This design comes from an exercise in tuning for small area and a short achievable clock period on the open sky130 flow, not from production work.
Function was checked by simulation only, so behaviour that the tests miss may differ from the original.

## the reference run
==> module bolt_exec, before the edit <==
module bolt_exec (
    input  logic        clk,
    input  logic        rst,      
    input  logic [31:0] instr,    
    input  logic [31:0] rs1,      
    input  logic [31:0] rs2,      
    input  logic [31:0] pc,       
    output logic [31:0] result,   
    output logic [31:0] next_pc,  
    output logic        branch,   
    output logic        reg_wr,   
    output logic        mem_wr,   
    output logic        mem_rd    
);
    logic [6:0] op;
    logic [2:0] f3;
    logic [6:0] f7;
    assign op = instr[6:0];
    assign f3 = instr[14:12];
    assign f7 = instr[31:25];
    logic op03, op13, op17, op23, op33, op37, op63, op67, op6f, op1b, op3b;
    assign op03 = (op == 7'h03);
    assign op13 = (op == 7'h13);
    assign op17 = (op == 7'h17);
    assign op23 = (op == 7'h23);
    assign op33 = (op == 7'h33);
    assign op37 = (op == 7'h37);
    assign op63 = (op == 7'h63);
    assign op67 = (op == 7'h67);
    assign op6f = (op == 7'h6F);
    assign op1b = (op == 7'h1B);
    assign op3b = (op == 7'h3B);
    logic i31, f7z, f7s;
    assign i31 = instr[31];
    assign f7z = (f7 == 7'h00);
    assign f7s = (f7 == 7'h20);
    logic use_rs2, is_s, sub;
    assign use_rs2 = op[5] & (op[4] | (op[6] & ~op[2]));
    assign is_s    = ~op[6] & op[5] & ~op[4];
    assign sub     = (op[6] & ~op[2]) | (op[4] & ~f3[2] & f3[1]) | (op[4] & op[5] & instr[30]);
    logic [31:0] bv, bx, ap, ag, sum;
    logic        cout;
    assign bv = use_rs2 ? rs2 : {{20{i31}}, instr[31:25], is_s ? instr[11:7] : instr[24:20]};
    assign bx = bv ^ {32{sub}};
    assign ap = rs1 ^ bx;    
    assign ag = rs1 & bx;    
    logic [31:0] aG;
    pfx_main u_add (.g({ag[31:1], ag[0] | (ap[0] & sub)}), .p(ap), .G(aG));
    assign sum  = ap ^ {aG[30:0], sub};
    assign cout = aG[31];
    logic ltu, lts, eq;
    assign ltu = ~cout;
    assign lts = ltu ^ rs1[31] ^ bv[31];
    assign eq  = &ap;        
    logic        left;
    logic [31:0] shin, sho;
    logic [4:0]  sh;
    assign left = ~f3[2];
    assign sh   = bv[4:0];
    for (genvar i = 0; i < 32; i++) begin : rev
        assign shin[i] = left ? rs1[31-i] : rs1[i];
    end
    assign sho = $signed({instr[30] & rs1[31] & ~left, shin}) >>> sh;
    logic [31:0] timm, tgt, pc4;
    assign timm[0]     = 1'b0;
    assign timm[4:1]   = ~op[6] ? 4'd0 : (op[3] ? instr[24:21] : instr[11:8]);
    assign timm[10:5]  = ~op[6] ? 6'd0 : instr[30:25];
    assign timm[11]    = ~op[6] ? 1'b0 : (op[3] ? instr[20] : instr[7]);
    assign timm[19:12] = (op[6] & ~op[3]) ? {8{i31}} : instr[19:12];
    assign timm[30:20] = ~op[6] ? instr[30:20] : {11{i31}};
    assign timm[31]    = i31;
    assign tgt[0] = pc[0];
    logic [30:0] tp, tG;
    assign tp = pc[31:1] ^ timm[31:1];
    pfx_tgt u_tgt (.g(pc[31:1] & timm[31:1]), .p(tp), .G(tG));
    assign tgt[31:1] = tp ^ {tG[29:0], 1'b0};
    logic [29:0] iG;
    assign pc4[1:0] = pc[1:0];
    pfx_inc u_inc (.g({29'd0, pc[2]}), .p(pc[31:2]), .G(iG));
    assign pc4[31:2] = pc[31:2] ^ {iG[28:0], 1'b1};
    logic cond, taken;
    assign cond  = f3[2] ? ((f3[1] ? ltu : lts) ^ f3[0]) : (~f3[1] & (eq ^ f3[0]));
    assign taken = op63 & cond;
    logic alu_i, r_ok;
    logic s_sum, s_shl, s_shr, s_slt, s_sltu, s_xor, s_or, s_and, s_tgt, s_lui, s_pc4, s_hold;
    assign alu_i = op13 | op33;
    assign r_ok  = op13 | f7z;    
    assign s_sum  = ~rst & ((op03 & (f3 != 3'd7)) | (op23 & ~f3[2])
                          | (f3 == 3'd0 & (op13 | (op33 & (f7z | f7s))))) ;
    assign s_shl  = ~rst & alu_i & (f3 == 3'd1) & f7z;
    assign s_slt  = ~rst & alu_i & (f3 == 3'd2) & r_ok;
    assign s_sltu = ~rst & alu_i & (f3 == 3'd3) & r_ok;
    assign s_xor  = ~rst & alu_i & (f3 == 3'd4) & r_ok;
    assign s_shr  = ~rst & alu_i & (f3 == 3'd5) & (f7z | f7s);
    assign s_or   = ~rst & alu_i & (f3 == 3'd6) & r_ok;
    assign s_and  = ~rst & alu_i & (f3 == 3'd7) & r_ok;
    assign s_tgt  = ~rst & op17;
    assign s_lui  = ~rst & op37;
    assign s_pc4  = ~rst & (op6f | (op67 & (f3 == 3'd0)));
    assign s_hold = ~rst & ~(s_sum | s_shl | s_slt | s_sltu | s_xor | s_shr | s_or | s_and
                             | s_tgt | s_lui | s_pc4);
    logic [31:0] rval, luiv, shl;
    assign luiv = {instr[31:12], 12'd0};
    for (genvar i = 0; i < 32; i++) begin : rshl
        assign shl[i] = sho[31-i];
    end
    assign rval = ({32{s_sum}} & sum) | ({32{s_shl}} & shl) | ({32{s_shr}} & sho)
                | ({32{s_xor | s_or}} & ap) | ({32{s_or | s_and}} & ag)
                | ({32{s_tgt}} & tgt) | ({32{s_lui}} & luiv) | ({32{s_pc4}} & pc4)
                | ({32{s_hold}} & result)
                | {31'd0, (s_slt & lts) | (s_sltu & ltu)};
    logic jalr, n_tgt, n_sum, n_pc4;
    logic [31:0] nval;
    assign jalr  = op67 & (f3 == 3'd0);
    assign n_tgt = ~rst & (taken | op6f);
    assign n_sum = ~rst & jalr;
    assign n_pc4 = ~rst & ~(taken | op6f | jalr);
    assign nval  = ({32{n_tgt}} & tgt) | ({32{n_sum}} & {sum[31:1], 1'b0}) | ({32{n_pc4}} & pc4);
    logic wr;
    assign wr = op33 | op3b | op13 | op1b | op67 | op03 | op17 | op6f | op37;
    always_ff @(posedge clk) begin
        result  <= rval;
        next_pc <= nval;
        branch  <= ~rst & taken;
        reg_wr  <= ~rst & wr;
        mem_wr  <= ~rst & op23;
        mem_rd  <= ~rst & op03;
    end
endmodule
export LEC_CHECK = 0
export ABC_AREA = 1
export CAP_MARGIN = 20
export CORE_MARGIN = 2
export CORE_UTILIZATION = 40
export HOLD_SLACK_MARGIN = 0
export SETUP_SLACK_MARGIN = 2.0
export SLEW_MARGIN = 20
export BUFFER_PORTS_ARGS = -buffer_cell sky130_fd_sc_hd__buf_2
create_clock -name core_clock -period 6.5 [get_ports {clk}]
standard.sh (not shown) runs the stock make flow with config.mk's settings and CLKGATE_MAP_FILE= SYNTH_SCRIPT=/design/flow/synth_recipe.tcl, a recipe that flattens the netlist after the stock synthesis.
==> flow/flow/run.sh <==
#!/bin/bash
# Layout flow: the standard layout (standard.sh), with two changes to how the
# cells are chosen:
#  - the full and half adder cells are not used, so Yosys does not pre-map adder
#    bits to them and abc maps the whole datapath itself;
#  - the buffer that buffer_ports puts on every input and output port is buf_2.
# Every tool's full output goes to standard.log (make) and the ORFS logs under orfs/logs.
set -euo pipefail
cat >> config.mk <<'CFG'
export DONT_USE_CELLS += sky130_fd_sc_hd__fa_1 sky130_fd_sc_hd__fa_2 sky130_fd_sc_hd__fa_4 sky130_fd_sc_hd__ha_1 sky130_fd_sc_hd__ha_2 sky130_fd_sc_hd__ha_4
export BUFFER_PORTS_ARGS = -buffer_cell sky130_fd_sc_hd__buf_2
CFG
bash standard.sh > standard.log 2>&1
Input changes introduced in the trial run (baseline for comparison: the reference run):
diff --git a/flow/design.v b/flow/design.v
--- a/flow/design.v
+++ b/flow/design.v
@@ -511,13 +511,14 @@
     assign i31 = instr[31];
     assign f7z = (f7 == 7'h00);
     assign f7s = (f7 == 7'h20);
     logic use_rs2, is_s, sub;
     assign use_rs2 = op[5] & (op[4] | (op[6] & ~op[2]));
     assign is_s    = ~op[6] & op[5] & ~op[4];
-    assign sub     = (op[6] & ~op[2]) | (op[4] & ~f3[2] & f3[1]) | (op[4] & op[5] & instr[30]);
+    assign sub     = (op[6] & ~op[2]) | (op[4] & ~f3[2] & f3[1])
+                   | (op[4] & op[5] & ~f3[2] & ~f3[1] & ~f3[0] & instr[30]);
     logic [31:0] bv, bx, ap, ag, sum;
     logic        cout;
     assign bv = use_rs2 ? rs2 : {{20{i31}}, instr[31:25], is_s ? instr[11:7] : instr[24:20]};
     assign bx = bv ^ {32{sub}};
     assign ap = rs1 ^ bx;    
     assign ag = rs1 & bx;    
==> notes.md <==
Cmp the trial run and the reference run / die outline height / higher: the trial run
Looking only at net count reported at finish, and setting everything else aside, the higher value of the trial run and the reference run goes to the trial run.
| number of cells traversed by the worst register-to-register path | lower: the trial run |
Compared the reference run against the trial run; global-route track usage on met3 within noise.
Re global-route usage: the trial run and the reference run aren't equal, and the lower value belongs to the reference run.
Higher area added between synthesis and finish among the trial run and the reference run: the trial run
The trial run ended with less final period demand of the worst path than the reference run.
Taking the reference run as the reference point, the synthesized cell count of the trial run rises by 20.
The trial run vs the reference run, timing endpoint of the critical path: result[26]$_DFF_P_ vs result[0]$_DFF_P_
[compare] base=the reference run new=the trial run: last weighted congestion value of the routability-driven placer higher; sequential-to-total area share from yosys stat comparable; met3 wire length shows an increase of about 20%; wire length of the first global-routing pass went up by 3.6%.
The run with more setup slack is the trial run; the reference run has less.
Row met1 usage in global routing: the trial run higher / the reference run lower

==> afterwards: timing with drivers on the ports <==
The results above use ideal ports. As a check the final layouts listed here were re-extracted and re-timed, cells and wires unchanged.
Step 1 sets driving cells, clkbuf_16 on the clock port and buf_2 on the other inputs (assumed; they add their load-dependent delay and slew).
Step 2 also shifts input and output timing later by t, the mid clock arrival at the registers, as if the neighbouring blocks saw the same clock.
Three values: ideal, step 1, step 2; two values: the first two.
run	shift t [ns]	setup WS [ns]	worst setup path after step 2
the reference run	0.402	2.029 / 2.058 / 1.656	input to register
the trial run	0.391	2.114 / 2.123 / 1.732	input to register
After both steps every run listed still meets setup and hold. The setup slack of the trial run, which loses most, moves by +0.009 ns with the drivers and by -0.382 ns with both steps.
